Context: an optimization exercise on an open-source flow, tuned for small area, a short achievable clock period and few clock cycles per item. The choices shown serve that exercise and are no tape-out recipe.
Function was checked by simulation only, so behaviour that the tests miss may differ from the original.
Power is estimated from default activity; no workload was simulated.

==> design/flow/design.v <==
module viterbi_16bit (input [15:0] code_in, output [7:0] data_out);
  wire new_n25, new_n26, new_n27, new_n28, new_n29, new_n30, new_n31,
    new_n32, new_n33, new_n34, new_n35, new_n36, new_n37, new_n38, new_n39,
    new_n40, new_n41, new_n42, new_n43, new_n44, new_n45, new_n46, new_n47,
    new_n48, new_n49, new_n50, new_n51, new_n52, new_n53, new_n54, new_n55,
    new_n56, new_n57, new_n58, new_n59, new_n60, new_n61, new_n62, new_n63,
    new_n64, new_n65, new_n66, new_n67, new_n68, new_n69, new_n70, new_n71,
    new_n72, new_n73, new_n74, new_n75, new_n76, new_n77, new_n78, new_n79,
    new_n80, new_n81, new_n82, new_n83, new_n84, new_n85, new_n86, new_n87,
    new_n88, new_n89, new_n90, new_n91, new_n92, new_n93, new_n94, new_n95,
    new_n96, new_n97, new_n98, new_n99, new_n100, new_n101, new_n102,
    new_n103, new_n104, new_n105, new_n106, new_n107, new_n108, new_n109,
    new_n110, new_n111, new_n112, new_n113, new_n114, new_n115, new_n116,
    new_n117, new_n118, new_n119, new_n120, new_n121, new_n122, new_n123,
    new_n124, new_n125, new_n126, new_n127, new_n128, new_n129, new_n130,
    new_n131, new_n132, new_n133, new_n134, new_n135, new_n136, new_n137,
    new_n138, new_n139, new_n140, new_n141, new_n142, new_n143, new_n144,
    new_n145, new_n146, new_n147, new_n148, new_n149, new_n150, new_n151,
    new_n152, new_n153, new_n154, new_n155, new_n156, new_n157, new_n158,
    new_n159, new_n160, new_n161, new_n162, new_n163, new_n164, new_n165,
    new_n167, new_n168, new_n169, new_n170, new_n172, new_n173, new_n174,
    new_n175, new_n176, new_n177, new_n178, new_n179, new_n180, new_n181,
    new_n182, new_n184, new_n185, new_n186, new_n187, new_n189, new_n190,
    new_n191, new_n192, new_n193, new_n194, new_n195, new_n196, new_n197,
    new_n198, new_n199, new_n200, new_n201, new_n202, new_n203, new_n204,
    new_n205, new_n206, new_n207, new_n208, new_n209, new_n210, new_n211,
    new_n212, new_n213, new_n214, new_n215, new_n216, new_n217, new_n218,
    new_n219, new_n221, new_n222, new_n223, new_n224, new_n225, new_n226,
    new_n227, new_n228, new_n229, new_n230, new_n231, new_n233, new_n234,
    new_n235, new_n236, new_n238, new_n239, new_n240;
  assign new_n25 = ~code_in[2] & ~code_in[4];
  assign new_n26 = code_in[2] & code_in[4];
  assign new_n27 = ~new_n25 & ~new_n26;
  assign new_n28 = code_in[5] & new_n27;
  assign new_n29 = ~code_in[5] & ~new_n27;
  assign new_n30 = ~new_n28 & ~new_n29;
  assign new_n31 = code_in[0] & code_in[1];
  assign new_n32 = new_n30 & new_n31;
  assign new_n33 = ~code_in[10] & ~code_in[11];
  assign new_n34 = code_in[10] & code_in[11];
  assign new_n35 = ~new_n33 & ~new_n34;
  assign new_n36 = ~code_in[6] & ~code_in[7];
  assign new_n37 = code_in[6] & code_in[7];
  assign new_n38 = ~new_n36 & ~new_n37;
  assign new_n39 = ~code_in[2] & ~code_in[3];
  assign new_n40 = code_in[2] & code_in[3];
  assign new_n41 = ~new_n39 & ~new_n40;
  assign new_n42 = ~new_n31 & ~new_n41;
  assign new_n43 = ~code_in[0] & ~code_in[1];
  assign new_n44 = ~new_n42 & ~new_n43;
  assign new_n45 = code_in[5] & ~new_n44;
  assign new_n46 = ~code_in[5] & new_n44;
  assign new_n47 = ~new_n45 & ~new_n46;
  assign new_n48 = new_n38 & ~new_n47;
  assign new_n49 = ~new_n38 & new_n47;
  assign new_n50 = ~new_n48 & ~new_n49;
  assign new_n51 = ~code_in[8] & ~code_in[9];
  assign new_n52 = code_in[8] & code_in[9];
  assign new_n53 = ~new_n51 & ~new_n52;
  assign new_n54 = new_n41 & ~new_n53;
  assign new_n55 = ~new_n41 & new_n53;
  assign new_n56 = ~new_n54 & ~new_n55;
  assign new_n57 = ~code_in[4] & code_in[6];
  assign new_n58 = code_in[4] & ~code_in[6];
  assign new_n59 = ~new_n57 & ~new_n58;
  assign new_n60 = new_n56 & ~new_n59;
  assign new_n61 = ~new_n56 & new_n59;
  assign new_n62 = ~new_n60 & ~new_n61;
  assign new_n63 = new_n41 & ~new_n43;
  assign new_n64 = ~new_n42 & ~new_n63;
  assign new_n65 = new_n27 & ~new_n38;
  assign new_n66 = ~new_n27 & new_n38;
  assign new_n67 = ~new_n65 & ~new_n66;
  assign new_n68 = ~new_n64 & new_n67;
  assign new_n69 = new_n62 & ~new_n68;
  assign new_n70 = ~new_n50 & new_n69;
  assign new_n71 = code_in[9] & ~new_n35;
  assign new_n72 = ~code_in[9] & new_n35;
  assign new_n73 = ~new_n71 & ~new_n72;
  assign new_n74 = ~code_in[4] & ~code_in[5];
  assign new_n75 = code_in[4] & code_in[5];
  assign new_n76 = ~new_n74 & ~new_n75;
  assign new_n77 = ~code_in[3] & ~new_n76;
  assign new_n78 = code_in[3] & new_n76;
  assign new_n79 = ~new_n77 & ~new_n78;
  assign new_n80 = ~new_n64 & new_n79;
  assign new_n81 = new_n47 & ~new_n80;
  assign new_n82 = ~new_n38 & new_n80;
  assign new_n83 = ~new_n81 & ~new_n82;
  assign new_n84 = ~new_n73 & new_n83;
  assign new_n85 = new_n73 & ~new_n83;
  assign new_n86 = ~new_n84 & ~new_n85;
  assign new_n87 = new_n70 & ~new_n86;
  assign new_n88 = ~new_n31 & ~new_n43;
  assign new_n89 = ~new_n64 & ~new_n88;
  assign new_n90 = new_n62 & ~new_n67;
  assign new_n91 = ~new_n89 & ~new_n90;
  assign new_n92 = new_n50 & ~new_n91;
  assign new_n93 = ~new_n80 & ~new_n92;
  assign new_n94 = ~new_n50 & new_n68;
  assign new_n95 = new_n67 & new_n89;
  assign new_n96 = ~new_n94 & ~new_n95;
  assign new_n97 = ~new_n62 & ~new_n96;
  assign new_n98 = ~new_n70 & ~new_n97;
  assign new_n99 = ~new_n50 & new_n98;
  assign new_n100 = new_n93 & ~new_n99;
  assign new_n101 = new_n86 & ~new_n100;
  assign new_n102 = ~new_n87 & ~new_n101;
  assign new_n103 = ~code_in[12] & ~code_in[13];
  assign new_n104 = code_in[12] & code_in[13];
  assign new_n105 = ~new_n103 & ~new_n104;
  assign new_n106 = code_in[11] & ~new_n53;
  assign new_n107 = ~code_in[11] & new_n53;
  assign new_n108 = ~new_n106 & ~new_n107;
  assign new_n109 = ~new_n105 & ~new_n108;
  assign new_n110 = new_n105 & new_n108;
  assign new_n111 = ~new_n109 & ~new_n110;
  assign new_n112 = ~new_n98 & ~new_n111;
  assign new_n113 = new_n98 & new_n111;
  assign new_n114 = ~new_n112 & ~new_n113;
  assign new_n115 = new_n102 & new_n114;
  assign new_n116 = code_in[13] & ~new_n35;
  assign new_n117 = ~code_in[13] & new_n35;
  assign new_n118 = ~new_n116 & ~new_n117;
  assign new_n119 = new_n98 & ~new_n118;
  assign new_n120 = ~new_n102 & ~new_n119;
  assign new_n121 = ~code_in[14] & ~code_in[15];
  assign new_n122 = code_in[14] & code_in[15];
  assign new_n123 = ~new_n121 & ~new_n122;
  assign new_n124 = new_n62 & new_n89;
  assign new_n125 = new_n50 & new_n124;
  assign new_n126 = ~new_n99 & ~new_n125;
  assign new_n127 = new_n80 & new_n111;
  assign new_n128 = ~new_n80 & ~new_n111;
  assign new_n129 = new_n50 & new_n128;
  assign new_n130 = ~new_n127 & ~new_n129;
  assign new_n131 = ~new_n126 & new_n130;
  assign new_n132 = new_n118 & new_n123;
  assign new_n133 = ~new_n118 & ~new_n123;
  assign new_n134 = ~new_n132 & ~new_n133;
  assign new_n135 = ~new_n131 & new_n134;
  assign new_n136 = ~new_n123 & ~new_n135;
  assign new_n137 = new_n120 & new_n136;
  assign new_n138 = ~new_n115 & ~new_n137;
  assign new_n139 = code_in[15] & ~new_n105;
  assign new_n140 = ~code_in[15] & new_n105;
  assign new_n141 = ~new_n139 & ~new_n140;
  assign new_n142 = new_n94 & ~new_n111;
  assign new_n143 = ~new_n86 & ~new_n100;
  assign new_n144 = new_n98 & new_n143;
  assign new_n145 = ~new_n135 & ~new_n144;
  assign new_n146 = ~new_n142 & new_n145;
  assign new_n147 = ~new_n88 & new_n94;
  assign new_n148 = new_n86 & new_n147;
  assign new_n149 = new_n135 & ~new_n148;
  assign new_n150 = ~new_n146 & ~new_n149;
  assign new_n151 = new_n141 & ~new_n150;
  assign new_n152 = ~new_n138 & ~new_n151;
  assign new_n153 = new_n93 & ~new_n102;
  assign new_n154 = ~new_n35 & ~new_n153;
  assign new_n155 = code_in[13] & ~new_n102;
  assign new_n156 = ~new_n154 & ~new_n155;
  assign new_n157 = new_n152 & new_n156;
  assign new_n158 = new_n98 & new_n120;
  assign new_n159 = new_n123 & new_n145;
  assign new_n160 = ~new_n158 & new_n159;
  assign new_n161 = ~new_n134 & new_n144;
  assign new_n162 = ~new_n160 & ~new_n161;
  assign new_n163 = ~new_n115 & ~new_n162;
  assign new_n164 = new_n123 & new_n163;
  assign new_n165 = ~new_n123 & ~new_n163;
  assign data_out[6] = ~new_n164 & ~new_n165;
  assign new_n167 = ~code_in[13] & data_out[6];
  assign new_n168 = code_in[13] & ~data_out[6];
  assign new_n169 = ~new_n167 & ~new_n168;
  assign new_n170 = ~new_n152 & ~new_n169;
  assign data_out[4] = new_n157 | new_n170;
  assign new_n172 = new_n35 & data_out[4];
  assign new_n173 = ~new_n35 & ~data_out[4];
  assign new_n174 = ~new_n172 & ~new_n173;
  assign new_n175 = ~new_n53 & ~new_n143;
  assign new_n176 = new_n98 & ~new_n175;
  assign new_n177 = ~new_n87 & ~new_n97;
  assign new_n178 = new_n175 & ~new_n177;
  assign new_n179 = ~new_n176 & ~new_n178;
  assign new_n180 = new_n174 & new_n179;
  assign new_n181 = ~new_n105 & new_n152;
  assign new_n182 = new_n105 & ~new_n152;
  assign data_out[5] = new_n181 | new_n182;
  assign new_n184 = ~code_in[11] & data_out[5];
  assign new_n185 = code_in[11] & ~data_out[5];
  assign new_n186 = ~new_n184 & ~new_n185;
  assign new_n187 = ~new_n174 & new_n186;
  assign data_out[3] = ~new_n180 & ~new_n187;
  assign new_n189 = code_in[7] & data_out[3];
  assign new_n190 = ~code_in[7] & ~data_out[3];
  assign new_n191 = ~new_n189 & ~new_n190;
  assign new_n192 = ~code_in[3] & ~new_n96;
  assign new_n193 = new_n67 & ~new_n192;
  assign new_n194 = new_n191 & new_n193;
  assign new_n195 = code_in[3] & new_n89;
  assign new_n196 = ~new_n50 & new_n195;
  assign new_n197 = ~new_n67 & new_n76;
  assign new_n198 = new_n50 & new_n197;
  assign new_n199 = ~new_n196 & ~new_n198;
  assign new_n200 = ~new_n194 & new_n199;
  assign new_n201 = ~new_n53 & data_out[3];
  assign new_n202 = new_n53 & ~data_out[3];
  assign new_n203 = ~new_n201 & ~new_n202;
  assign new_n204 = new_n80 & new_n203;
  assign new_n205 = new_n38 & new_n80;
  assign new_n206 = ~new_n47 & ~new_n205;
  assign new_n207 = ~new_n126 & ~new_n206;
  assign new_n208 = ~new_n204 & new_n207;
  assign new_n209 = ~code_in[9] & ~data_out[4];
  assign new_n210 = code_in[9] & data_out[4];
  assign new_n211 = ~new_n209 & ~new_n210;
  assign new_n212 = ~new_n148 & ~new_n211;
  assign new_n213 = new_n203 & new_n212;
  assign new_n214 = new_n27 & ~new_n62;
  assign new_n215 = ~new_n38 & ~new_n214;
  assign new_n216 = new_n126 & new_n215;
  assign new_n217 = ~new_n81 & ~new_n216;
  assign new_n218 = ~new_n203 & ~new_n217;
  assign new_n219 = ~new_n213 & ~new_n218;
  assign data_out[2] = ~new_n208 & new_n219;
  assign new_n221 = ~new_n27 & data_out[2];
  assign new_n222 = new_n27 & ~data_out[2];
  assign new_n223 = ~new_n221 & ~new_n222;
  assign new_n224 = ~new_n200 & new_n223;
  assign new_n225 = ~new_n76 & ~new_n223;
  assign new_n226 = ~new_n224 & ~new_n225;
  assign new_n227 = code_in[2] & new_n226;
  assign new_n228 = ~code_in[2] & ~new_n226;
  assign new_n229 = ~new_n227 & ~new_n228;
  assign new_n230 = ~new_n30 & new_n43;
  assign new_n231 = ~new_n229 & ~new_n230;
  assign data_out[0] = new_n32 | new_n231;
  assign new_n233 = ~new_n67 & ~new_n191;
  assign new_n234 = ~code_in[3] & new_n67;
  assign new_n235 = ~new_n233 & ~new_n234;
  assign new_n236 = ~new_n223 & new_n235;
  assign data_out[1] = new_n224 | new_n236;
  assign new_n238 = new_n138 & new_n162;
  assign new_n239 = ~new_n141 & ~new_n238;
  assign new_n240 = new_n141 & ~new_n152;
  assign data_out[7] = ~new_n239 & ~new_n240;
endmodule
module viterbi_decoder(
    input clk, reset, start,
    input [383:0] code_in,
    output reg [191:0] data_out,
    output reg done
);
    wire [191:0] dec;
    genvar i;
    generate
        for (i = 0; i < 24; i = i + 1) begin : decoder
            viterbi_16bit decoder (
                .code_in(code_in[16*i +: 16]),
                .data_out(dec[8*i +: 8])
            );
        end
    endgenerate
    always @(posedge clk or negedge reset)
        if (!reset) done <= 1'b0;
        else        done <= start;
    always @(posedge clk)
        data_out <= dec;
endmodule
==> design/flow/flow/run.sh <==
#!/bin/bash
# The standard layout (the standard.sh, unchanged synthesis), with the port
# buffers that buffer_ports inserts on every input and output made the
# minimum-size buffer instead of the delay buffer it picks by default.
set -uo pipefail
export BUFFER_PORTS_ARGS="-buffer_cell sky130_fd_sc_hd__buf_1"
bash standard.sh finish > standard_flow.log 2>&1
rc=$?
tail -n 40 standard_flow.log
exit $rc
==> design/flow/standard.sh <==
#!/bin/bash
# synth_recipe.tcl (not shown) runs the flow's synth.tcl, then flattens the netlist and writes it again
# the make line also repeats each setting of config.mk as NAME=value (left out here)
make -C /OpenROAD-flow-scripts/flow DESIGN_CONFIG=/design/flow/config.mk WORK_HOME=/design/flow/orfs CLKGATE_MAP_FILE= SYNTH_SCRIPT=/design/flow/synth_recipe.tcl "${@:-finish}"
==> design/flow/config.mk <==
export PLATFORM = sky130hd
export DESIGN_NAME = viterbi_decoder
export DESIGN_NICKNAME = viterbi_decoder
export VERILOG_FILES = /design/flow/design.v
export SDC_FILE = /design/flow/constraint.sdc
export NUM_CORES = 4
export LEC_CHECK = 0
export ABC_AREA = 1
export CAP_MARGIN = 20
export CORE_MARGIN = 2
export CORE_UTILIZATION = 60
export SLEW_MARGIN = 20
==> design/flow/constraint.sdc <==
create_clock -name core_clock -period 10.0 [get_ports {clk}]
set_input_delay 2.0000 -clock core_clock [delete_from_list [all_inputs] [get_ports {clk}]]
set_output_delay 2.0000 -clock core_clock [all_outputs]
set_load 0.01 [all_outputs]
==> run notes <==
layout by cell type (no fill, tap or decap), drive strengths merged:
cell type and n:
nand2 1896, nand3 942, inv 764, buf 579, xor2 293, o21ai 291
nor2 218, dfxtp 192, xnor2 125, or2 120, a21oi 79, ha 48
nand4 34, nand3b 33, nor3 30, o21a 24, o31ai 24, xnor3 21
diode 20, a31oi 20, clkbuf 19, clkinv 15, o22ai 10, clkinvlp 5
a21boi 1, dfrtp 1
cells by family after synthesis:
logic type / share of synthesized area, %
buffers and inverters: 10.7
AO/OA/AOI/OAI: 8.75
adder cells (fa/ha/maj): 1.99
flip-flops: 12.8
XOR/XNOR: 13.9
AND/OR/NAND/NOR: 51.9
metrics by stage:
stage / cell area, um2 / utilization, % / power, mW
global route: 33500 / 67.1 / 7.36
global placement: 32900 / 65.9 / 5.92
detailed placement: 32900 / 65.9 / 5.95
floorplan: 30200 / - / 4.84
CTS: 33500 / 67.0 / 6.69
finish: 33500 / 67.1 / 6.71
state kept, by name (all words and copies together), names as in the netlist:
| signal | cells |
|---|---|
| data_out | 192 |
| done | 1 |
power groups by stage:
stage          clock network [mW]  logic [mW]  registers, mW
2_1_floorplan                   0        3.35           1.48
3_3_place_gp                    0        4.60           1.32
3_5_place_dp                    0        4.63           1.32
4_1_cts                     0.723        4.66           1.31
5_1_grt                     0.749        5.28           1.33
6_report                    0.704        4.69           1.31
area by class of cell:
cell class / count / area share (%)
Multi-Input combinational cell: 4209 / 69.0
Sequential cell: 193 / 11.5
Inverter: 771 / 8.69
Timing Repair Buffer: 579 / 6.48
Tap cell: 672 / 2.51
Clock buffer: 19 / 1.32
Clock inverter: 13 / 0.317
Antenna cell: 20 / 0.149
layer usage:
layer | wire (um) | vias up | track usage [%] | part of all wire (%)
li1 | - | 17800 | - | -
met1 | 38400 | 15100 | 40.5 | 43
met2 | 40200 | 904 | 54.5 | 45
met3 | 6290 | 191 | 7.71 | 7.1
met4 | 3550 | 22 | 15.0 | 4.0
met5 | 142 | - | 0 | 0.16
path summary, 6_finish.rpt:
path | from | to | slack [ns]
min in group core_clock | start | done | 1.57
max in group asynchronous | reset | done | 8.68
hold / removal | reset | done | 1.22
setup / recovery | code_in[336] | data_out[168] | 4.92
==> flow_summary_export.csv <==
group,metric,value,unit
run_status,status,"no timing/DRC/antenna violations",
global_routing,grt_pass1_vias,30400,
power,power_density,200,nW/um2
placement,gp_congestion,1.00,
power,clockPowerShare,10.5,%
sta,finalHoldViolCount,0,
critical_path,crit_top_cell,"nand2_1",
clocking,ctsResizeCount,0,
detailed_routing,viasPerCell,5.25,
critical_path,crit_buf_inv,4,
placement,dpl.cell_count,6424,
hold_path,hold_class,"input pin to async pin",
detailed_routing,route.detailed.drc,0,
synth,synth_edf_count,0,
power,comb_power_share,70.0,%
synth,synth_area_leader_cell,"nand2_1",
floorplan,dieArea,52200,um2
global_routing,grt_usage,33.0,%
clocking,post_cts_buffers,0,
critical_path,required,10.42,ns
synth,synth_common_cells,"nand2_1 (1550), nand3_1 (836), inv_1 (614)",
sta,slew_viol_final,0,
synth,syn_avg_cell_area,5.80,um2
detailed_routing,vias,34000,
critical_path,critPathTopFamily,"simple AND/OR/NAND/NOR gates",
power,p_leak,17.9,nW
floorplan,io_pins,580,
finish,drive_gt1_share,14.1,%
global_routing,grt_pass1_wl,143,mm
synth,syn_area,30200,um2
placement,port-buffer-count,579,
detailed_routing,drt_wl_total,88.6,mm
sta,whs,1.22,ns
synth,synthMostInstantiatedCell,"nand2_1",
clocking,cts-root-buf,"clkbuf_16",
sta,worstMarginPinSlew,0.616,ns
synth,postSynthCellCount,5215,
clocking,cts_max_level,4,
detailed_routing,drtIter0Drc,2060,
critical_path,path_depth,33,
sta,setup_slack,4.92,ns
critical_path,crit_path_max_fanout,7,
placement,dp_slack,4.41,ns
clocking,clk_pin_slew,0.08,ns
global_routing,grt_max_degree,18,
detailed_routing,drt-wirelength-per-cell,13.7,um
power,sequentialPowerShare,19.5,%
synth,synth_top_area_share,19.2,%
sta,period_needed,5.08,ns
floorplan,placementRows,82,
placement,dp_hpwl,75.3,mm
clocking,clock_sinks,193,
finish,seq_area,3870,um2
sta,finalCritPeriodShare,50.8,%
finish,fin_cells,6476,
critical_path,crit_slowest_cell,"o21ai_0",
finish,multi_input_comb_area,23100,um2
clocking,clockBufferDepth,2,
global_routing,grt_overflow_total,0,
clocking,holdBufCountCts,0,
power,internal-power,3.05,mW
global_routing,antenna_found_initial,28,
power,vdd_drop_max,0.154,mV
clocking,cts_tree,"yes",
synth,synth_seq_area_share,12.8,%
critical_path,worst_ep_arrival_time,5.50,ns
run,max_cap_viol_count,0,
synth,ys_warn_count,1,
floorplan,die_y,228,um
sta,setup_tns,0,ns
finish,area_growth_syn_to_layout,10.9,%
sta,slew_headroom,58.8,%
detailed_routing,firstDrtPassIters,6,
power,netSwitchingFraction,54.5,%
detailed_routing,ant_nets,0,
synth,ys_top_cells_by_area,"nand2_1 (19%), nand3_1 (14%), dfxtp_1 (13%)",
power,switchingPower,3.65,mW
critical_path,cp-end-kind,"flop",
sta,max_freq,197,MHz
sta,rsz0062_at_grt,"no",
clocking,numCtsBuffers,17,
synth,synth_nets,5650,
floorplan,floorplan.initialDensity,60.5,%
critical_path,crit_type,"input pin to flop",
synth,synth_cell_types,43,
synth,synthArstFlopShare,0.518,%
floorplan,core,50000,um2
finish,nNetsFinal,6206,
synth,ys_ff_latch,193,
floorplan,die_w,228,um
critical_path,cp-start-kind,"input pin",
synth,synthFlopType,"dfxtp_1",
critical_path,slowest_delay,0.24,ns
sta,setup_violations,0,
finish,fillers,4943,
Testbench counts, summed over its fixed seeds: cycles 384, items 384.

[re-timing with driven ports]
In the flow no input, the clock included, has a driving cell. The finished layout below was timed again as built, in two steps. Step 1, drivers: a clkbuf_16 drives clk and a buf_2 each remaining input, both assumed. Step 2, shift: input delay + t, output delay - t, t = (earliest + latest rising clock arrival at the registers) / 2. This alone moves slack from input paths to output paths. Three values: no drivers, after step 1, after step 2; two values: the first two.
t (ns): 0.586
setup WS [ns]: 4.916 / 4.891 / 4.305
worst setup path at the end: input to register
worst register clock-pin slew, ns: 0.09 / 0.09
After both steps setup and hold are still met in this run. For this run, drivers alone change the setup slack by -0.025 ns; drivers and shift together by -0.611 ns.
